Background: an optimization exercise with open tools, aiming at small area. Do not read the settings as production practice. The RTL was checked by simulation tests, not by an equivalence proof against the original design. No activity file was given, so power comes from the tool's default toggle rates.

### standard.sh
#!/bin/bash
# synth_recipe.tcl (not shown) runs the flow's synth.tcl, then flattens the netlist and writes it again
# the make line also repeats each setting of config.mk as NAME=value (left out here)
make -C /OpenROAD-flow-scripts/flow DESIGN_CONFIG=/design/flow/config.mk WORK_HOME=/design/flow/orfs CLKGATE_MAP_FILE= SYNTH_SCRIPT=/design/flow/synth_recipe.tcl "${@:-finish}"
### constraint.sdc
create_clock -name core_clock -period 10.0 [get_ports {clk_in}]
set_input_delay 2.0000 -clock core_clock [delete_from_list [all_inputs] [get_ports {clk_in}]]
set_output_delay 2.0000 -clock core_clock [all_outputs]
set_load 0.01 [all_outputs]
### flow/genlogic.py
# Writes Verilog models of the combinational cells of a liberty file (their
# 'function' attributes), so that yosys can re-map the logic between registers.
import re, sys
lib = open(sys.argv[1]).read()
out = []
def block(text, start):
    depth = 1
    i = start
    while depth:
        c = text[i]
        if c == '{':
            depth += 1
        elif c == '}':
            depth -= 1
        i += 1
    return text[start:i]
def conv(f):
    f = f.replace('!', '~')
    f = re.sub(r"(\w+)\s*'", r'~\1', f)
    f = f.replace('+', '|').replace('*', '&')
    f = re.sub(r'(\w|\))\s+(?=[\w(~])', r'\1 & ', f)
    return f
for m in re.finditer(r'\n\s*cell\s*\(\s*"?(\w+)"?\s*\)\s*\{', lib):
    name = m.group(1)
    body = block(lib, m.end())
    if re.search(r'\bff\s*\(|\blatch\s*\(|statetable', body):
        continue
    pins = []
    for pm in re.finditer(r'\bpin\s*\(\s*"?(\w+)"?\s*\)\s*\{', body):
        pb = block(body, pm.end())
        d = re.search(r'direction\s*:\s*"?(\w+)"?', pb)
        f = re.search(r'function\s*:\s*"([^"]*)"', pb)
        pins.append((pm.group(1), d.group(1) if d else None, f.group(1) if f else None))
    outs = [p for p in pins if p[1] == 'output']
    ins = [p for p in pins if p[1] == 'input']
    if not outs or any(f is None for _, _, f in outs):
        continue
    s = 'module %s(%s);\n' % (name, ', '.join([p[0] for p in ins] + [p[0] for p in outs]))
    for p in ins:
        s += '  input %s;\n' % p[0]
    for p in outs:
        s += '  output %s;\n  assign %s = %s;\n' % (p[0], p[0], conv(p[2]))
    out.append(s + 'endmodule\n')
open(sys.argv[2], 'w').write('\n'.join(out))
### config.mk
export PLATFORM = sky130hd
export DESIGN_NAME = Pong
export DESIGN_NICKNAME = Pong
export VERILOG_FILES = /design/flow/design.v
export SDC_FILE = /design/flow/constraint.sdc
export NUM_CORES = 4
export LEC_CHECK = 0
export CAP_MARGIN = 20
export CORE_MARGIN = 2
export CORE_UTILIZATION = 70
export SLEW_MARGIN = 20
### flow/opts.sh
OPT_CTS_ARGS="-sink_clustering_enable -repair_clock_nets -dont_use_dummy_load -buf_list sky130_fd_sc_hd__clkbuf_16 -sink_clustering_size 50 -sink_clustering_max_diameter 120"
OPT_BUFFER_PORTS_ARGS="-buffer_cell sky130_fd_sc_hd__buf_1"
### design.v
module Pong (
   output j01,
   output j02,
   output j03,
   output j04,
   output j05,
   output j06,
   input j13,
   input j14,
   input j15,
   input j16,
   input j17,
   input j18,
   input clk_in,
   input rst_n
);
wire clk = clk_in;
wire A_up = ~j14;
wire A_down = ~j15;
wire B_up = ~j16;
wire B_down = ~j17;
function lt(input [9:0] a, input [9:0] b);    
	integer i;
	reg c;
	begin
		c = 1'b0;
		for (i = 0; i < 10; i = i + 1)
			c = (~a[i] & b[i]) | (~(a[i] ^ b[i]) & c);
		lt = c;
	end
endfunction
function [9:0] add(input [9:0] a, input [9:0] b, input ci);
	integer i;
	reg c;
	begin
		c = ci;
		for (i = 0; i < 10; i = i + 1) begin
			add[i] = a[i] ^ b[i] ^ c;
			c = (a[i] & b[i]) | (a[i] & c) | (b[i] & c);
		end
	end
endfunction
function [9:0] sub(input [9:0] a, input [9:0] b);
	sub = add(a, ~b, 1'b1);
endfunction
function [9:0] inc(input [9:0] a, input ci);
	integer i;
	reg c;
	begin
		c = ci;
		for (i = 0; i < 10; i = i + 1) begin
			inc[i] = a[i] ^ c;
			c = a[i] & c;
		end
	end
endfunction
reg [9:0] xpix, ypix;
reg [2:0] rgb;
wire x_end = (xpix == 10'd799);
always @(posedge clk) begin
	if (~rst_n) begin
		xpix <= 10'd0;
		ypix <= 10'd0;
	end else begin
		xpix <= x_end ? 10'd0 : inc(xpix, 1'b1);
		if (x_end)
			ypix <= (ypix == 10'd524) ? 10'd0 : inc(ypix, 1'b1);
	end
end
wire x0 = (xpix == 10'd0);
assign j01 = ~(lt(10'd656, xpix) && lt(xpix, 10'd753));
assign j05 = ~(x0 ? (ypix == 10'd491 || ypix == 10'd492) : (ypix == 10'd490 || ypix == 10'd491));
assign j02 = rgb[2];
assign j03 = rgb[1];
assign j04 = rgb[0];
reg pause, pause_en, gmv_flash, flick;
reg [8:0] counter;
reg [13:0] countergmv;
reg [14:0] counterflick;
wire game_en = &{counter[8], counter[5], counter[3], counter[2], counter[0]};
wire gmv_end = &{countergmv[13], countergmv[8], countergmv[5], countergmv[4], countergmv[2]};
wire flick_end = &{counterflick[14], counterflick[9], counterflick[6], counterflick[5], counterflick[3]};
wire [9:0] counter_inc = inc({1'b0, counter}, ~pause);
always @(posedge clk) begin
	if (~rst_n) begin
		pause <= 1'b0;
		pause_en <= 1'b0;
		counter <= 9'd0;
		countergmv <= 14'd0;
		counterflick <= 15'd0;
		gmv_flash <= 1'b0;
		flick <= 1'b0;
	end else begin
		counter <= game_en ? {8'd0, ~pause} : counter_inc[8:0];
		if (pause_en && j13) begin
			pause <= ~pause;
			pause_en <= 1'b0;
		end
		if (~j13)
			pause_en <= 1'b1;
		if (~pause) begin
			countergmv <= gmv_end ? 14'd0 : countergmv + 14'd1;
			counterflick <= flick_end ? 15'd0 : counterflick + 15'd1;
			if (gmv_end) gmv_flash <= ~gmv_flash;
			if (flick_end) flick <= ~flick;
		end
	end
end
reg [15:0] rst_cnt;
wire game_rst_n = &rst_cnt;
wire gmv = rst_cnt[15];
reg [2:0] scrA, scrB;
wire lossA = &scrA;
wire lossB = &scrB;
always @(posedge clk) begin
	if (~rst_n || (game_rst_n && (lossA || lossB)))
		rst_cnt <= 16'd0;
	else if (~game_rst_n)
		rst_cnt <= rst_cnt + 16'd1;
end
wire total_reset = j18 && game_rst_n;
reg [9:0] x_ball;
reg [7:0] yk;           
reg x_dir, y_dir;
reg xl_fast, xr_fast;   
reg [7:0] ma, mb;       
reg va_fast, vb_fast;   
reg [1:0] ha, hb;       
reg [2:0] Astatus, Bstatus;
reg [2:0] power_type;
reg [8:0] powercount;
reg [8:0] poweroffcount;
reg power_en, power_dir;
reg [9:0] power_pos_x;
reg py240;              
reg [2:0] buzzcount;
reg wall_col, pad_col;
wire [1:0] ha_n = (Astatus == 3'd1) ? 2'd1 : (Astatus == 3'd4) ? 2'd2 : (Astatus == 3'd0) ? 2'd0 : ha;
wire [1:0] hb_n = (Bstatus == 3'd1) ? 2'd1 : (Bstatus == 3'd4) ? 2'd2 : (Bstatus == 3'd0) ? 2'd0 : hb;
wire [9:0] e_hit = sub({2'b0, yk}, {2'b0, x_dir ? mb : ma});
function ball_hit(input [9:0] e, input [1:0] h);
	ball_hit = ~e[8] && ((h == 2'd1) ? lt(e, 10'd70) : (h == 2'd2) ? lt(e, 10'd25) : lt(e, 10'd45));
endfunction
function can_down(input [7:0] m, input [1:0] h);
	can_down = (h == 2'd1) ? lt(m, 10'd163) : (h == 2'd2) ? lt(m, 10'd208) : lt(m, 10'd188);
endfunction
function catch_y(input [7:0] m, input [1:0] h);
	catch_y = lt(m, 10'd120) && ~((h == 2'd1) ? lt(m, 10'd54) : (h == 2'd2) ? lt(m, 10'd99) : lt(m, 10'd79));
endfunction
wire hit_y = ball_hit(e_hit, x_dir ? hb : ha);
wire hitA = ~x_dir && lt(10'd20, x_ball) && lt(x_ball, 10'd32) && hit_y;
wire hitB = x_dir && lt(10'd610, x_ball) && lt(x_ball, 10'd622) && hit_y;
wire wallA = ~x_dir && lt(x_ball, 10'd5);
wire wallB = x_dir && lt(10'd625, x_ball);
wire upA = A_up ? (Astatus != 3'd5) : A_down ? (Astatus == 3'd5) : 1'b0;
wire dnA = A_up ? (Astatus == 3'd5) : A_down ? (Astatus != 3'd5) : 1'b0;
wire upB = B_up ? (Bstatus != 3'd5) : B_down ? (Bstatus == 3'd5) : 1'b0;
wire dnB = B_up ? (Bstatus == 3'd5) : B_down ? (Bstatus != 3'd5) : 1'b0;
wire oob = ~py240 || lt(power_pos_x, 10'd5) || lt(10'd618, power_pos_x);
wire catchA = lt(10'd20, power_pos_x) && lt(power_pos_x, 10'd32) && catch_y(ma, ha_n);
wire catchB = lt(10'd593, power_pos_x) && lt(power_pos_x, 10'd622) && catch_y(mb, hb_n);
wire bad_type = (power_type == 3'd2) || (power_type == 3'd4) || (power_type == 3'd5) || (power_type == 3'd6);
wire poc_done = poweroffcount[8] & poweroffcount[2];
wire clr = ~rst_n || (game_en && ~total_reset);
wire tick = game_en && total_reset;
wire pad_end = pad_col && (buzzcount >= 3'd3);
wire wall_end = wall_col && (buzzcount >= 3'd6);
wire hit = hitA || hitB;
wire wall = wallA || wallB;
always @(posedge clk) begin
	if (~rst_n || (game_en && ~total_reset && gmv)) begin
		scrA <= 3'd0;
		scrB <= 3'd0;
		wall_col <= 1'b0;
		pad_col <= 1'b0;
	end else if (tick) begin
		pad_col <= hit || (pad_col && ~pad_end);
		wall_col <= wall || (wall_col && ~wall_end);
		if (wallA) scrA <= scrA + 3'd1;
		if (wallB) scrB <= scrB + 3'd1;
	end
end
wire p_gone = power_en && (oob || catchA || catchB);
always @(posedge clk) begin
	if (~rst_n) begin
		buzzcount <= 3'd0;
		py240 <= 1'b0;
		power_dir <= 1'b0;
	end else if (tick) begin
		if (pad_end || wall_end || hit || wall)
			buzzcount <= 3'd0;
		else if (pad_col || wall_col)
			buzzcount <= buzzcount + 3'd1;
		if (p_gone)
			py240 <= 1'b1;
		if (power_spawn)
			power_dir <= ~power_dir;
	end
end
wire bounce = y_dir ? ~lt({2'b0, yk}, 10'd233) : ~|yk[7:1];
wire x_load = clr || (tick && wall);
wire [9:0] x_step = ~tick ? 10'd0 :
                    x_dir ? {8'd1, xr_fast} :
                    (xl_fast ? 10'h3fd : 10'h3fe);
wire [9:0] x_sum = add(x_ball, x_step, 1'b0);
wire y_load = clr || (tick && wall && bounce);
wire [9:0] y_sum = add({2'b0, yk}, {{9{~y_dir}}, 1'b1}, 1'b0);
wire movA_up = tick && upA && ~lt({2'b0, ma}, 10'd3);
wire movA_dn = tick && ~movA_up && dnA && can_down(ma, ha);
wire movB_up = tick && upB && ~lt({2'b0, mb}, 10'd3);
wire movB_dn = tick && ~movB_up && dnB && can_down(mb, hb);
wire [9:0] ma_sum = add({2'b0, ma}, {{8{movA_up}}, movA_up | (movA_dn & va_fast), (movA_up | movA_dn) & ~va_fast}, 1'b0);
wire [9:0] mb_sum = add({2'b0, mb}, {{8{movB_up}}, movB_up | (movB_dn & vb_fast), (movB_up | movB_dn) & ~vb_fast}, 1'b0);
wire pc_end = &{powercount[8], powercount[7], powercount[4]} & ~powercount[0];
wire power_spawn = &{powercount[8], powercount[7], powercount[4], powercount[0]};
wire px_load = clr || (tick && (power_en ? (oob || catchA || catchB) : pc_end));
wire px_move = tick && power_en;
wire [9:0] px_sum = add(power_pos_x, {{9{px_move & ~power_dir}}, px_move}, 1'b0);
wire [9:0] pc_sum = inc({1'b0, powercount}, tick);
wire status_on = (Astatus != 3'd0) || (Bstatus != 3'd0);
wire poc_clr = clr || (tick && (p_gone || (status_on && poc_done)));
wire [9:0] poc_sum = inc({1'b0, poweroffcount}, tick && status_on);
always @(posedge clk) begin
	x_ball <= x_load ? 10'd315 : x_sum;
	if (y_load) yk <= 8'd117;
	else if (tick && ~bounce) yk <= y_sum[7:0];
	ma <= clr ? 8'd100 : ma_sum[7:0];
	mb <= clr ? 8'd100 : mb_sum[7:0];
	power_pos_x <= px_load ? 10'd320 : px_sum;
	powercount <= clr ? 9'd0 : (tick && power_spawn) ? 9'd1 : pc_sum[8:0];
	poweroffcount <= poc_clr ? 9'd0 : poc_sum[8:0];
end
always @(posedge clk) begin
	if (clr) begin
		x_dir <= 1'b1;
		y_dir <= 1'b1;
		xl_fast <= 1'b0;
		xr_fast <= 1'b0;
		va_fast <= 1'b0;
		vb_fast <= 1'b0;
		ha <= 2'd0;
		hb <= 2'd0;
		Astatus <= 3'd0;
		Bstatus <= 3'd0;
		power_type <= 3'd1;
		power_en <= 1'b0;
	end else if (game_en) begin
		if (hit)
			x_dir <= ~x_dir;
		if (bounce)
			y_dir <= ~y_dir;
		if (poc_done) begin
			Astatus <= 3'd0;
			Bstatus <= 3'd0;
		end
		ha <= ha_n;
		if (Astatus == 3'd2) va_fast <= 1'b1;
		else if (Astatus == 3'd0) va_fast <= 1'b0;
		if (Astatus == 3'd3) xr_fast <= 1'b1;
		else if (Astatus == 3'd0) xr_fast <= 1'b0;
		hb <= hb_n;
		if (Bstatus == 3'd2) vb_fast <= 1'b1;
		else if (Bstatus == 3'd0) vb_fast <= 1'b0;
		if (Bstatus == 3'd3) xl_fast <= 1'b1;
		else if (Bstatus == 3'd0) xl_fast <= 1'b0;
		if (power_spawn) begin
			power_en <= 1'b1;
			power_type <= (power_type == 3'd6) ? 3'd1 : power_type + 3'd1;
		end
		if (p_gone) begin
			power_en <= 1'b0;
			if (~oob) begin
				if (catchA ^ bad_type)
					Astatus <= power_type;
				else
					Bstatus <= power_type;
			end
		end
	end
end
wire [9:0] dxb = sub(xpix, x_ball);
wire [9:0] dyb = sub(ypix, {1'b0, yk, 1'b1});
wire pad_sel = xpix[9];
wire [9:0] eyP = {sub({1'b0, ypix[9:1]}, {2'b0, pad_sel ? mb : ma}), ypix[0]};
wire [9:0] dxp = sub(xpix, power_pos_x);
wire bx_in = lt(dxb, 10'd10);
wire by_in = lt(dyb, 10'd10);
wire p_ball = bx_in && by_in;
wire dxm1 = &dxb;
wire dy10 = (dyb == 10'd10);
wire p_ball_s1 = dxm1 && (by_in || dy10) && (dyb != 10'd0);
wire p_ball_s2 = (dxm1 || lt(dxb, 10'd9)) && dy10;
function [3:0] pad_bands(input [9:0] e, input [1:0] h);
	reg ge4, le_h4, lt_h, eq_h;
	begin
		ge4 = |e[9:2];
		le_h4 = (h == 2'd1) ? lt(e, 10'd147) : (h == 2'd2) ? lt(e, 10'd57) : lt(e, 10'd97);
		lt_h = (h == 2'd1) ? lt(e, 10'd150) : (h == 2'd2) ? lt(e, 10'd60) : lt(e, 10'd100);
		eq_h = (h == 2'd1) ? (e == 10'd150) : (h == 2'd2) ? (e == 10'd60) : (e == 10'd100);
		pad_bands[0] = ge4 && le_h4;
		pad_bands[1] = ~ge4 && (|e[1:0]);
		pad_bands[2] = ~le_h4 && lt_h;
		pad_bands[3] = eq_h;
	end
endfunction
wire [3:0] bA = pad_bands(eyP, pad_sel ? hb : ha);
wire [3:0] bB = bA;
wire x_full = (lt(10'd20, xpix) && lt(xpix, 10'd32)) || (lt(10'd610, xpix) && lt(xpix, 10'd622));
wire x_nar = (lt(10'd22, xpix) && lt(xpix, 10'd30)) || (lt(10'd612, xpix) && lt(xpix, 10'd620));
wire x_edge = (xpix == 10'd20) || (xpix == 10'd610);
wire x_edge2 = (xpix == 10'd21) || (xpix == 10'd22) || (xpix == 10'd611) || (xpix == 10'd612);
wire p_pad = (x_full && bA[0]) || (x_nar && (bA[1] || bA[2]));
wire p_pad_s = (x_edge && bA[0]) || (x_edge2 && bA[2]) || (bA[3] && x_nar);
wire [2:0] pstat = pad_sel ? Bstatus : Astatus;
wire flickpad = (pstat == 3'd6);
wire powerpad = (pstat != 3'd0);
wire affectedpad = (pstat == 3'd5) || (pstat == 3'd4) || (pstat == 3'd2);
wire affectpowerup = power_en && bad_type;
wire chk = gmv_flash && (xpix[4] ^ ypix[4]);
wire x_left = lt(xpix, 10'd320);
wire p_gameover = ~game_rst_n && chk && (lossA ? x_left : (lossB && ~x_left));
wire y_scr = lt(10'd20, ypix) && lt(ypix, 10'd26);
function bars_l(input [9:0] x, input [2:0] s);
	integer i;
	begin
		bars_l = 1'b0;
		for (i = 0; i < 7; i = i + 1)
			if (lt({7'b0, s}, 7 - i) && ~lt(x, 50 + 10*i) && lt(x, 55 + 10*i)) bars_l = 1'b1;
	end
endfunction
function bars_r(input [9:0] x, input [2:0] s);
	integer i;
	begin
		bars_r = 1'b0;
		for (i = 0; i < 7; i = i + 1)
			if (lt({7'b0, s}, 7 - i) && ~lt(x, 585 - 10*i) && lt(x, 590 - 10*i)) bars_r = 1'b1;
	end
endfunction
wire p_scr = y_scr && (xpix[9] ? bars_r(xpix, scrB) : bars_l(xpix, scrA));
wire p_powerup = power_en && gmv_flash && lt(dxp, 10'd17) &&
                 (py240 ? (~lt(ypix, 10'd240) && lt(ypix, 10'd257)) : lt(ypix, 10'd17));
wire pad_on = ~flickpad || flick;
wire pixval = p_ball || (p_pad && pad_on) || p_gameover || p_scr || p_ball_s1 || p_ball_s2 ||
              (p_pad_s && pad_on) || p_powerup;
wire altcol = (p_scr || p_gameover || p_ball_s1 || p_ball_s2 || p_pad_s) && ~(p_ball || p_pad);
wire altcol2 = (p_powerup && ~affectpowerup) || (powerpad && p_pad);
wire altcol3 = (p_pad && affectedpad) || (p_powerup && affectpowerup);
wire visible = lt(xpix, 10'd640) && lt(ypix, 10'd480);
always @(posedge clk) begin
	if (~rst_n || ~visible)
		rgb <= 3'd0;
	else begin
		rgb[2] <= ~altcol3 && ~altcol && pixval;
		rgb[1] <= altcol3 || ~pixval || altcol2;
		rgb[0] <= ~altcol3 && ~pixval;
	end
end
assign j06 = wall_col ? counter[4] : (pad_col ? counter[7] : 1'b1);
endmodule
### flow/run.sh
#!/bin/bash
# Own layout flow: the standard synthesis, then the logic between the
# registers is re-mapped with a stronger ABC script (the registers, their
# names and cell types are kept), then the standard layout from the
# floorplan on. Each tool writes its output to a log file of its own.
set -euo pipefail
WORK=$(pwd)
FLOWDIR=$WORK/flow
R=$WORK/orfs/results/${FLOW_PLATFORM}/Pong/base
LIB=$FLOW_HOME/platforms/${FLOW_PLATFORM}/lib/sky130_fd_sc_hd__tt_025C_1v80.lib
# layout options (clock tree and port buffers)
source $FLOWDIR/opts.sh

# 1. standard synthesis
bash standard.sh synth > $WORK/log_1_synth.txt 2>&1
cp $R/1_2_yosys.v $WORK/1_2_yosys_standard.v

# 2. re-map the combinational logic
python3 $FLOWDIR/genlogic.py $LIB $WORK/cells_logic.v > $WORK/log_2_genlogic.txt 2>&1
DONT_USE=$(grep -o 'cell *( *"\?sky130_fd_sc_hd__\(lpflow\|probe\)[a-z0-9_]*' $LIB | sed 's/.*(\s*"\?//' | sed 's/^/-dont_use /' | tr '\n' ' ')
cat > $WORK/reabc.ys <<EOT
read_liberty -lib $LIB
read_verilog $WORK/cells_logic.v
read_verilog $WORK/1_2_yosys_standard.v
hierarchy -top $FLOW_TOP
rename -hide w:_* c:_*
flatten
techmap
opt -fast
stat
abc -liberty $LIB $DONT_USE -script $FLOWDIR/area.abc
read_liberty -lib -overwrite $LIB
opt_clean -purge
splitnets
opt_clean -purge
hilomap -singleton -hicell sky130_fd_sc_hd__conb_1 HI -locell sky130_fd_sc_hd__conb_1 LO
insbuf -buf sky130_fd_sc_hd__buf_4 A X
check -assert -mapped
stat -liberty $LIB
write_verilog -noattr -noexpr -nohex -nodec $R/1_2_yosys.v
EOT
yosys -s $WORK/reabc.ys > $WORK/log_2_reabc.txt 2>&1

# 3. standard layout from the synthesized netlist on
CTS_ARGS="$OPT_CTS_ARGS" BUFFER_PORTS_ARGS="$OPT_BUFFER_PORTS_ARGS" bash standard.sh finish > $WORK/log_3_layout.txt 2>&1
### flow/area.abc
strash
&get -n
&deepsyn -T 60 -S 1
&dch -f
&nf -R 1000
&put
==> impl_metrics.sql, run 1 <==
INSERT INTO impl_metrics (metric_group, metric, value, unit) VALUES
('timing', 'finalWorstSetupSlack', '5.01', 'ns'),
('finish', 'sequential_cell_area', '0.00352', 'mm²'),
('placement', 'routability_congestion_estimate', '0.948', ''),
('finish', 'num_antenna_cells', '0', ''),
('min_path', 'hold-path-cell-count', '1', ''),
('floorplanning', 'dieWidth', '122', 'µm'),
('power', 'power_switching', '284', 'µW'),
('floorplanning', 'die_area', '0.0149', 'mm²'),
('placement', 'pre_cts_ws', '5.13', 'ns'),
('min_path', 'min_from', 'poweroffcount[7]', ''),
('job', 'max_cap_violations', '0', ''),
('floorplanning', 'design.portCount', '14', ''),
('route', 'drt_pass1_iterations', '6', ''),
('floorplanning', 'fp-row-count', '43', ''),
('clocking', 'postCtsSetupBuffers', '0', ''),
('setup_path', 'critical_path_peak_fanout', '28', ''),
('setup_path', 'critPathLaunch', 'xpix[9]', ''),
('setup_path', 'critical_path.reg2reg.endpoint', 'rgb[2]', ''),
('timing', 'setup_viol_count_final', '0', ''),
('min_path', 'holdCritPathClass', 'reg -> reg', ''),
('timing', 'finalCritPeriodShare', '49.9', '%'),
('route', 'drt-total-wl', '25200', 'µm'),
('timing', 'fin_worst_hold_slack', '0.455', 'ns'),
('timing', 'rsz0062_at_grt', 'no', ''),
('power', 'power.sequential.fraction', '55.2', '%'),
('placement', 'placedInstanceArea', '0.0101', 'mm²'),
('power', 'clock_power_share', '40.7', '%'),
('floorplanning', 'coreArea', '0.0138', 'mm²'),
('setup_path', 'worst_setup_path_start_kind', 'flop', ''),
('yosys', 'avgSynthCellArea', '7.66', 'µm²'),
('timing', 'hold_viol_final', '0', ''),
('clocking', 'resized_gates_after_cts', '0', ''),
('power', 'comb_power_share', '4.1', '%'),
('power', 'p_int', '1.02', 'mW'),
('clocking', 'numClockSinks', '176', ''),
('finish', 'post_layout_instance_count_excluding_filler_cells', '1492', ''),
('timing', 'timing.final.max_slew_violations', '0', ''),
('setup_path', 'path_delay_family', 'adder cells', ''),
('global_routing', 'vias_in_the_first_global_route', '8633', ''),
('setup_path', 'regToRegStartpoint', 'xpix[9]', ''),
('timing', 'worst_skew', '0.0226', 'ns'),
('clocking', 'hold_buffers', '0', ''),
('global_routing', 'grt_pass1_wl', '41100', 'µm'),
('setup_path', 'timing.critical_path.mode_cell', 'maj3_1', ''),
('power', 'sw_share', '21.7', '%'),
('setup_path', 'worst_r2r_path_depth', '17', ''),
('setup_path', 'r2r_setup_slack', '5.01', 'ns'),
('route', 'vias', '9616', ''),
('finish', 'layout_cells_sized_above_1', '1.91', '%'),
('timing', 'period_needed', '4.99', 'ns'),
('status', 'outcome', 'no timing/DRC/antenna violations', ''),
('clocking', 'cts_inserted_buffers', '17', ''),
('power', 'power_per_cell_area', '124', 'mW/mm²'),
('setup_path', 'critical_path.cell_chain', 'buf_4, mux2i_1, xnor2_1, o32a_1, maj3_1, maj3_1, maj3_1, maj3_1, xnor2_1, a21oi_1, o22a_1, nor3_1, o21bai_1, a32oi_1, a31o_1, o2111a_1, nor3_1', ''),
('route', 'wl_per_cell', '16.9', 'µm'),
('setup_path', 'worst-endpoint-required', '10.33', 'ns'),
('setup_path', 'critical_path_s_largest_stage_delay', '0.41', 'ns'),
('finish', 'area.growth.synth_to_final', '7.78', '%'),
('finish', 'combined_area_of_the_multi_input_logic_cells', '0.00613', 'mm²'),
('route', 'detail_route.drc_violations', '0', ''),
('timing', 'fmax', '0.201', 'GHz'),
('global_routing', 'initial_antenna_violation_count', '0', ''),
('clocking', 'cts.path.max_buffers', '2', ''),
('timing', 'timing.slew.headroom', '30.9', '%'),
('finish', 'design_area', '0.0105', 'mm²'),
('route', 'drtAntennaViolNets', '0', ''),
('yosys', 'synthCells', '1274', ''),
('finish', 'layout.filler_cells', '1066', ''),
('global_routing', 'overflow_after_grt', '0', ''),
('floorplanning', 'floorplan.initialDensity', '70.9', '%'),
('setup_path', 'critPathBufInv', '1', '');
-- through the flow --
step	util [%]	power [mW]
after floorplan	-	0.770
after global placement	73.3	0.787
after detailed placement	73.3	0.789
after CTS	76.4	1.32
after global routing	76.4	1.35
final	76.4	1.31
-- area by class of cell --
type                    instances  area share, %
clock buffers                  17           4.04
repair buffers                 21           1.03
inverters                      30           1.07
well taps                     180           2.14
flip-flops and latches        176           33.5
multi-input cells            1068           58.2
-- sequential cells by signal, summed over array words and instances, names as in the netlist, 3 cells and up --
name,cells
counterflick,15
poweroffcount,9
rgb,3
ypix,10
counter,9
scrB,3
rst_cnt,16
scrA,3
power_type,3
Astatus,3
ma,8
yk,8
x_ball,10
Bstatus,3
power_pos_x,10
countergmv,14
powercount,9
mb,8
buzzcount,3
xpix,10
-- metal layers --
metal  wire (µm)  share of wire [%]  vias up  global-route usage [%]
met2       11200                 45      402                    55.1
li1            -                  -     4728                       -
met3        1920                7.6       68                    5.76
met4         775                3.1        0                    12.6
met5           0                  0        -                       0
met1       11300                 45     4418                    47.2
-- placed cells by master, fill, tap and decap left out, types with 6 or more instances in the layout --
cell type / instances
a211oi_1: 10
a21oi_1: 126
a22o_1: 8
a31oi_1: 12
and2_0: 32
and3_1: 36
buf_1: 13
buf_4: 8
clkbuf_16: 17
clkinv_1: 30
dfxtp_1: 176
maj3_1: 9
mux2i_1: 18
nand2_1: 122
nand2b_1: 23
nand3_1: 40
nand4_1: 18
nor2_1: 162
nor2b_1: 26
nor3_1: 72
nor3b_1: 13
nor4_1: 10
o211ai_1: 11
o21a_1: 17
o21ai_0: 111
o22ai_1: 9
o31ai_1: 6
or3_1: 9
xnor2_1: 62
xor2_1: 32
-- power groups by stage --
stage	clock network (mW)	registers [mW]	logic (mW)
finish	0.533	0.722	0.0537
global route	0.563	0.723	0.0604
CTS	0.541	0.721	0.0530
detailed placement	0	0.736	0.0527
global placement	0	0.736	0.0512
floorplan	0	0.734	0.0365
-- worst max-delay path by stage --
| stage | to | slack, ns | depth (start not counted) |
|---|---|---|---|
| floorplan | rgb[1] | 5.10 | 16 |
| global placement | rgb[1] | 5.23 | 17 |
| detailed placement | rgb[1] | 5.13 | 17 |
| CTS | rgb[1] | 5.08 | 17 |
| global route | rgb[2] | 4.73 | 17 |
| finish | rgb[2] | 5.01 | 17 |
==> inputs of run 2 (changes only) <==
--- a/flow/run.sh
+++ b/flow/run.sh
@@ -17,6 +17,9 @@
 
-# 2. re-map the combinational logic
+# 2. re-map the combinational logic (a few seeds of ABC's deepsyn, the
+#    smallest result is kept)
 python3 $FLOWDIR/genlogic.py $LIB $WORK/cells_logic.v > $WORK/log_2_genlogic.txt 2>&1
 DONT_USE=$(grep -o 'cell *( *"\?sky130_fd_sc_hd__\(lpflow\|probe\)[a-z0-9_]*' $LIB | sed 's/.*(\s*"\?//' | sed 's/^/-dont_use /' | tr '\n' ' ')
-cat > $WORK/reabc.ys <<EOT
+for S in 1 2 3; do
+  sed "s/@SEED@/$S/" $FLOWDIR/area.abc > $WORK/area_$S.abc
+  cat > $WORK/reabc_$S.ys <<EOT
 read_liberty -lib $LIB
@@ -29,4 +32,3 @@
 opt -fast
-stat
-abc -liberty $LIB $DONT_USE -script $FLOWDIR/area.abc
+abc -liberty $LIB $DONT_USE -script $WORK/area_$S.abc
 read_liberty -lib -overwrite $LIB
@@ -38,6 +40,15 @@
 check -assert -mapped
-stat -liberty $LIB
-write_verilog -noattr -noexpr -nohex -nodec $R/1_2_yosys.v
+tee -o $WORK/area_$S.txt stat -liberty $LIB
+write_verilog -noattr -noexpr -nohex -nodec $WORK/reabc_$S.v
 EOT
-yosys -s $WORK/reabc.ys > $WORK/log_2_reabc.txt 2>&1
+  yosys -s $WORK/reabc_$S.ys > $WORK/log_2_reabc_$S.txt 2>&1 &
+done
+wait
+BEST=$(for S in 1 2 3; do
+  if [[ -s $WORK/area_$S.txt && -s $WORK/reabc_$S.v ]]; then
+    echo "$(grep 'Chip area' $WORK/area_$S.txt | awk '{print $NF}') $S"
+  fi
+done | sort -g | head -1 | awk '{print $2}')
+echo "kept seed $BEST" > $WORK/log_2_choice.txt
+cp $WORK/reabc_$BEST.v $R/1_2_yosys.v
 
==> flow/area.abc (replaced) <==
strash
&get -n
&deepsyn -T 60 -S @SEED@
&put
dch -f
amap -m
topo
==> flow/opts.sh (replaced) <==
OPT_CTS_ARGS="-sink_clustering_enable -repair_clock_nets -dont_use_dummy_load -buf_list sky130_fd_sc_hd__clkbuf_8"
OPT_BUFFER_PORTS_ARGS="-buffer_cell sky130_fd_sc_hd__buf_1"
==> run 2 against run 1 <==
Global-route usage is 2.1 points higher. Clock power decreased by about 30%. Still clean. Non-clock buffer count down 4. Critical path depth up 4. Clock skew rose by 0.0084 ns. Sequential power down 1%. Highest routed layer unchanged. Worst hold slack gained 0.0096 ns.
==> impl_metrics.sql, run 2 <==
INSERT INTO impl_metrics (metric_group, metric, value, unit) VALUES
('power', 'total_power', '1.14', 'mW'),
('route', 'wl_per_cell', '16.5', 'µm'),
('min_path', 'holdCritPathClass', 'reg -> reg', ''),
('route', 'drtAntennaViolNets', '0', ''),
('setup_path', 'critical_path_s_largest_stage_delay', '0.79', 'ns'),
('global_routing', 'grt_start_max_net_pins', '22', ''),
('clocking', 'clk_latency', '0.47', 'ns'),
('timing', 'finalCritPeriodShare', '52.3', '%'),
('timing', 'timing.slew.headroom', '47.7', '%'),
('power', 'power_switching', '266', 'µW'),
('floorplanning', 'coreArea', '0.0133', 'mm²'),
('setup_path', 'critical_path_peak_fanout', '21', ''),
('timing', 'setup_viol_count_final', '0', ''),
('timing', 'worst_skew', '0.0310', 'ns'),
('status', 'outcome', 'no timing/DRC/antenna violations', ''),
('setup_path', 'worst-endpoint-required', '10.31', 'ns'),
('yosys', 'postSynthNetCount', '1403', ''),
('yosys', 'synthesis.area', '0.00962', 'mm²'),
('timing', 'finalSetupTns', '0', 'ns'),
('timing', 'period_needed', '5.23', 'ns'),
('finish', 'nNetsFinal', '1439', ''),
('job', 'max_cap_violations', '0', ''),
('route', 'vias', '10400', ''),
('finish', 'registers.top_by_ff_count', 'rst_cnt', ''),
('clocking', 'postCtsSetupBuffers', '0', ''),
('setup_path', 'path_delay_family', 'compound AO/OA/AOI/OAI gates', ''),
('setup_path', 'cp-end-kind', 'flop', ''),
('power', 'power.sequential.fraction', '62.7', '%'),
('clocking', 'path_clk_slew', '0.09', 'ns'),
('route', 'detail_route.drc_violations', '0', ''),
('timing', 'rsz0062_at_grt', 'no', ''),
('timing', 'hold_viol_final', '0', ''),
('finish', 'layout_cells_sized_above_1', '1.47', '%'),
('yosys', 'avgSynthCellArea', '6.90', 'µm²'),
('route', 'drt-total-wl', '26500', 'µm'),
('setup_path', 'cp.arrival', '5.54', 'ns'),
('global_routing', 'vias_in_the_first_global_route', '9277', ''),
('power', 'comb_power_share', '4.5', '%'),
('finish', 'reg.largest.list', 'rst_cnt (16), counterflick (15), countergmv (14)', ''),
('clocking', 'cts_inserted_buffers', '17', ''),
('finish', 'layout.cells.most_common_list', 'nor2_1, dfxtp_1, clkinv_1, nand2_1, o21ai_0', ''),
('clocking', 'ctsHtreeMaxLevel', '4', ''),
('global_routing', 'initial_antenna_violation_count', '0', ''),
('floorplanning', 'design.portCount', '14', ''),
('clocking', 'resized_gates_after_cts', '0', ''),
('timing', 'timing_worst_slew_pin_value', '0.785', 'ns'),
('setup_path', 'cell_at_the_slowest_stage_of_the_critical_path', 'dfxtp_1', ''),
('power', 'sw_share', '23.3', '%'),
('clocking', 'root_buffer', 'clkbuf_8', ''),
('setup_path', 'worst-setup-path-type', 'reg -> reg', ''),
('floorplanning', 'dieWidth', '121', 'µm'),
('timing', 'fmax', '0.191', 'GHz'),
('setup_path', 'worst_setup_path_start_kind', 'flop', ''),
('setup_path', 'critical_path.cell_chain', 'clkinv_1, o22ai_1, nand2_1, a21oi_1, nand2_1, o21ai_0, nand2_1, o21a_1, a21oi_1, nand2_1, o21ai_0, o21ai_0, nor3_1, clkinv_1, o41ai_1, nor2_1, a211oi_1, nor2_1, o32a_1, nor4_1, a2111oi_0', ''),
('power', 'p_int', '874', 'µW'),
('floorplanning', 'floorplan.initialDensity', '72.1', '%'),
('placement', 'routability_congestion_estimate', '1.04', ''),
('global_routing', 'grt_usage', '36.6', '%'),
('clocking', 'cts_tree', 'built', ''),
('setup_path', 'critPathBufInv', '2', ''),
('clocking', 'numClockSinks', '176', ''),
('power', 'total_leakage_power', '3.29', 'nW'),
('floorplanning', 'die-height', '121', 'µm'),
('yosys', 'synth-warning-count', '1', ''),
('floorplanning', 'fp-row-count', '42', ''),
('finish', 'flip_flop_count_of_the_largest_register_all_copies_and_words_added', '16', ''),
('power', 'peakVddDrop', '0.124', 'mV'),
('route', 'detail_route.vias_per_cell', '6.48', ''),
('route', 'first_iter_violations', '1408', ''),
('clocking', 'hold_buffers', '0', ''),
('finish', 'num_antenna_cells', '0', ''),
('yosys', 'synthCells', '1395', ''),
('global_routing', 'grt_pass1_wl', '43200', 'µm'),
('timing', 'timing.final.max_slew_violations', '0', ''),
('power', 'clock_power_share', '32.8', '%'),
('route', 'drt_pass1_iterations', '8', ''),
('placement', 'dp_hpwl', '20100', 'µm'),
('finish', 'area.growth.synth_to_final', '5.54', '%'),
('placement', 'placement.io_buffers', '13', ''),
('finish', 'most_common_cell_after_layout_fill_and_taps_aside', 'nor2_1', ''),
('floorplanning', 'die_area', '0.0147', 'mm²'),
('setup_path', 'timing.critical_path.mode_cell', 'nand2_1', ''),
('power', 'power_per_cell_area', '112', 'mW/mm²'),
('clocking', 'cts.path.max_buffers', '2', ''),
('global_routing', 'overflow_after_grt', '0', '');
-- run 2: cell count changes in the layout (fill, tap and decap cells not counted), sizes merged, moves of 15 or more --
cell	delta
xor2	-32
a211oi	+34
nand2b	-22
o21ai	-19
clkinv	+146
a21oi	-61
and2	-15
o221ai	+20
nand2	-22
o22ai	+53
xnor2	-62
nor3	+19
nor2	+166
mux2i	-18
-- run 2: worst reg2reg max path, delay by kind of cell (launching register included) --
| kind | cells | cell delay, ns |
|---|---|---|
| AOI/OAI and AO/OA | 11 | 2.27 |
| and+or+nand+nor | 8 | 1.18 |
| DFF | 1 | 0.79 |
| buffers and inverters | 2 | 0.85 |
-- run 2: power groups by stage --
stage	combinational [mW]	clock, mW	sequential, mW
floorplan	0.0351	0	0.729
global placement	0.0488	0	0.730
detailed placement	0.0502	0	0.731
CTS	0.0505	0.372	0.714
global route	0.0574	0.397	0.715
finish	0.0514	0.374	0.715
-- run 2: layout make-up --
cell class / count / area, µm²
inverters: 176 / 661
flip-flops and latches: 176 / 3520
repair buffers: 17 / 78.8
clock buffers: 17 / 234
fillers: 1030 / 3190
multi-input cells: 1043 / 5440
well taps: 176 / 220
-- run 2: routing by layer --
metal,global-route usage (%),wire length (µm),vias to the layer above
met1,48.1,11000,4596
met4,15.5,1090,0
met3,9.07,2950,122
met2,57.4,11500,582
met5,0,0,-
li1,-,-,5093
-- run 2: path summary, 6_finish.rpt --
check	startpoint	to	slack, ns	cells after the start
max reg2reg	xpix[9]	rgb[2]	4.77	21
min	pause_en	pause	0.46	1
max	xpix[9]	rgb[2]	4.77	21
min reg2reg	pause_en	pause	0.46	1
-- run 2: metrics by stage --
stage               hold slack (ns)  instances  area [µm²]  util (%)  setup WS (ns)
floorplan                     0.435       1395        9620         -           5.78
global placement              0.449       1588        9920      74.3           5.10
detailed placement            0.450       1588        9920      74.3           4.92
CTS                           0.463       1605       10200      76.1           4.90
global route                  0.476       1605       10200      76.1           4.10
finish                        0.465       1605       10200      76.1           4.77
==> inputs of run 3 (changes only) <==
--- a/design.v
+++ b/design.v
@@ -109,4 +109,5 @@
 reg [15:0] rst_cnt;
-wire game_rst_n = &rst_cnt;
-wire gmv = rst_cnt[15];
+reg gmv_half;
+wire game_rst_n = ~|rst_cnt;
+wire gmv = gmv_half;
 reg [2:0] scrA, scrB;
@@ -114,7 +115,12 @@
 wire lossB = &scrB;
+wire rst_fb = rst_cnt[15] ^ rst_cnt[14] ^ rst_cnt[12] ^ rst_cnt[3] ^ (rst_cnt[15] & ~|rst_cnt[14:0]);
 always @(posedge clk) begin
-	if (~rst_n || (game_rst_n && (lossA || lossB)))
-		rst_cnt <= 16'd0;
-	else if (~game_rst_n)
-		rst_cnt <= rst_cnt + 16'd1;
+	if (~rst_n || (game_rst_n && (lossA || lossB))) begin
+		rst_cnt <= 16'd1;
+		gmv_half <= 1'b0;
+	end else begin
+		rst_cnt <= {rst_cnt[14:0], rst_fb};
+		if (rst_cnt == 16'h7f99)
+			gmv_half <= 1'b1;
+	end
 end
==> run 3 against run 2 <==
Cell area decreased by 1.5%. Synthesized area decreased by 1.6%. Worst hold slack got worse by 0.019 ns. Fmax increased by 6.4%. Routed wire length increased by 0.55%. Die area decreased by 1.6%. Global-route usage increased by 0.81 points. Largest power group unchanged.
==> impl_metrics.sql, run 3 <==
INSERT INTO impl_metrics (metric_group, metric, value, unit) VALUES
('clocking', 'ctsHtreeMaxLevel', '4', ''),
('finish', 'num_antenna_cells', '0', ''),
('clocking', 'cts_tree', 'built', ''),
('global_routing', 'vias_in_the_first_global_route', '9222', ''),
('placement', 'dp_hpwl', '19900', 'µm'),
('clocking', 'hold_buffers', '0', ''),
('clocking', 'cts.path.max_buffers', '2', ''),
('timing', 'finalSetupTns', '0', 'ns'),
('timing', 'timing_worst_slew_pin_value', '0.906', 'ns'),
('min_path', 'holdCritPathClass', 'reg -> reg', ''),
('clocking', 'cts_inserted_buffers', '17', ''),
('finish', 'flip_flop_count_of_the_largest_register_all_copies_and_words_added', '16', ''),
('yosys', 'avgSynthCellArea', '6.94', 'µm²'),
('timing', 'rsz0062_at_grt', 'no', ''),
('finish', 'layout_cells_sized_above_1', '1.57', '%'),
('clocking', 'path_clk_slew', '0.10', 'ns'),
('finish', 'area.growth.synth_to_final', '5.71', '%'),
('power', 'peakVddDrop', '0.175', 'mV'),
('route', 'first_iter_violations', '1092', ''),
('job', 'max_cap_violations', '0', ''),
('setup_path', 'cp-end-kind', 'flop', ''),
('global_routing', 'grt_usage', '37.4', '%'),
('setup_path', 'critical_path_peak_fanout', '14', ''),
('floorplanning', 'fp-row-count', '42', ''),
('timing', 'setup_viol_count_final', '0', ''),
('timing', 'worst_skew', '0.0346', 'ns'),
('route', 'drtAntennaViolNets', '0', ''),
('power', 'total_leakage_power', '3.36', 'nW'),
('power', 'power.sequential.fraction', '62.8', '%'),
('global_routing', 'grt_start_max_net_pins', '40', ''),
('yosys', 'synthesis.area', '0.00946', 'mm²'),
('finish', 'registers.top_by_ff_count', 'rst_cnt', ''),
('floorplanning', 'dieWidth', '120', 'µm'),
('timing', 'timing.final.max_slew_violations', '0', ''),
('finish', 'nNetsFinal', '1409', ''),
('global_routing', 'grt_pass1_wl', '43800', 'µm'),
('status', 'outcome', 'no timing/DRC/antenna violations', ''),
('power', 'sw_share', '23.3', '%'),
('yosys', 'synth-warning-count', '1', ''),
('floorplanning', 'die-height', '120', 'µm'),
('finish', 'layout.cells.most_common_list', 'nor2_1, dfxtp_1, clkinv_1, o21ai_0, nand2_1', ''),
('timing', 'finalWorstSetupSlack', '5.08', 'ns'),
('route', 'detail_route.drc_violations', '0', ''),
('global_routing', 'overflow_after_grt', '0', ''),
('timing', 'fin_worst_hold_slack', '0.446', 'ns'),
('floorplanning', 'die_area', '0.0145', 'mm²'),
('route', 'detail_route.vias_per_cell', '6.46', ''),
('setup_path', 'worst-endpoint-required', '10.40', 'ns'),
('finish', 'layout.filler_cells', '1154', ''),
('power', 'power_switching', '267', 'µW'),
('floorplanning', 'design.portCount', '14', ''),
('placement', 'placedInstanceArea', '0.00977', 'mm²'),
('clocking', 'postCtsSetupBuffers', '0', ''),
('global_routing', 'initial_antenna_violation_count', '0', ''),
('finish', 'most_common_cell_after_layout_fill_and_taps_aside', 'nor2_1', ''),
('timing', 'timing.slew.headroom', '39.4', '%'),
('power', 'power_per_cell_area', '114', 'mW/mm²'),
('setup_path', 'cp.arrival', '5.32', 'ns'),
('power', 'p_int', '876', 'µW'),
('route', 'vias', '10200', ''),
('yosys', 'postSynthNetCount', '1372', ''),
('route', 'drt-total-wl', '26600', 'µm'),
('floorplanning', 'floorplan.initialDensity', '71.5', '%'),
('floorplanning', 'coreArea', '0.0132', 'mm²'),
('power', 'comb_power_share', '4.4', '%'),
('yosys', 'synthCells', '1364', ''),
('route', 'drt_pass1_iterations', '8', ''),
('timing', 'fmax', '0.203', 'GHz'),
('clocking', 'clk_latency', '0.48', 'ns'),
('clocking', 'resized_gates_after_cts', '0', ''),
('clocking', 'root_buffer', 'clkbuf_8', ''),
('placement', 'routability_congestion_estimate', '0.969', ''),
('finish', 'reg.largest.list', 'rst_cnt (16), counterflick (15), countergmv (14)', ''),
('timing', 'finalCritPeriodShare', '49.2', '%'),
('route', 'wl_per_cell', '16.9', 'µm'),
('placement', 'pre_cts_ws', '4.71', 'ns'),
('timing', 'period_needed', '4.92', 'ns'),
('clocking', 'numClockSinks', '177', ''),
('timing', 'hold_viol_final', '0', ''),
('setup_path', 'worst-setup-path-type', 'in -> reg', ''),
('finish', 'design_area', '0.0100', 'mm²'),
('placement', 'placement.io_buffers', '13', ''),
('setup_path', 'worst_setup_path_start_kind', 'input pin', ''),
('power', 'clock_power_share', '32.8', '%'),
('finish', 'final_core_util', '75.5', '%');
run 3: final cells by class:
type	count	area, µm²	area share [%]
multi-input combinational	1014	5270	52.7
sequential	177	3540	35.4
inverter	173	649	6.49
clock buffer	17	234	2.34
tap	176	220	2.20
timing repair buffer	18	86.3	0.863
run 3: worst paths after layout:
kind | startpoint | end | slack, ns | cells past startpoint
setup / recovery | rst_n | yk[7] | 5.08 | 13
hold reg to reg | rst_cnt[7] | rst_cnt[8] | 0.45 | 2
setup reg to reg | xpix[9] | rgb[2] | 5.09 | 24
hold / removal | rst_cnt[7] | rst_cnt[8] | 0.45 | 2
run 3: routing by layer:
metal,wire [µm],share of wire (%),global-route usage (%)
met2,11800,44,59.7
met3,2390,9.0,7.69
met5,0,0,0
met4,1140,4.3,16.4
met1,11300,42,49.2
run 3: critical path, stage by stage:
cell,delay (ns)
buf_1,0.39
clkinv_1,0.18
nor2_1,0.52
nor2_1,0.38
buf_4,0.30
nor2_1,0.33
clkinv_1,0.27
o21ai_0,0.24
clkinv_1,0.22
a21oi_1,0.14
o21ai_0,0.12
clkinv_1,0.07
a32o_1,0.14
run 3: per-stage QoR:
step | power (mW) | cells
6_report | 1.14 | 1575
5_1_grt | 1.18 | 1575
4_1_cts | 1.14 | 1575
3_5_place_dp | 0.782 | 1558
3_3_place_gp | 0.781 | 1558
2_1_floorplan | 0.766 | 1364
run 3: power groups by stage:
stage               registers (mW)  clock network, mW  logic, mW
detailed placement           0.734                  0     0.0483
global route                 0.718              0.402     0.0552
CTS                          0.718              0.375     0.0486
global placement             0.733                  0     0.0471
floorplan                    0.732                  0     0.0341
finish                       0.718              0.375     0.0498

[re-timing with driven ports]
How much do the figures lean on ideal ports? The routed layouts below were timed once more, with nothing changed but the port constraints.
Step 1 sets driving cells, clkbuf_16 on the clock port and buf_2 on the other inputs (assumed; they add their load-dependent delay and slew).
Step 2, shift: input delay + t, output delay - t, t = (earliest + latest rising clock arrival at the registers) / 2. This alone moves slack from input paths to output paths.
a / b / c = ideal ports / drivers / drivers and shift; a / b = the first two.
| run | shift t [ns] | slack for setup (ns) | worst register clock-pin slew, ns |
|---|---|---|---|
| run 1 | 0.463 | 5.014 / 5.014 / 5.014 | 0.07 / 0.07 |
| run 2 | 0.491 | 4.768 / 4.768 / 4.768 | 0.09 / 0.09 |
| run 3 | 0.499 | 5.081 / 5.092 / 4.599 | 0.10 / 0.10 |
After both steps setup and hold are still met in every run listed. The setup slack of run 3, which loses most, moves by +0.011 ns with the drivers and by -0.482 ns with both steps.
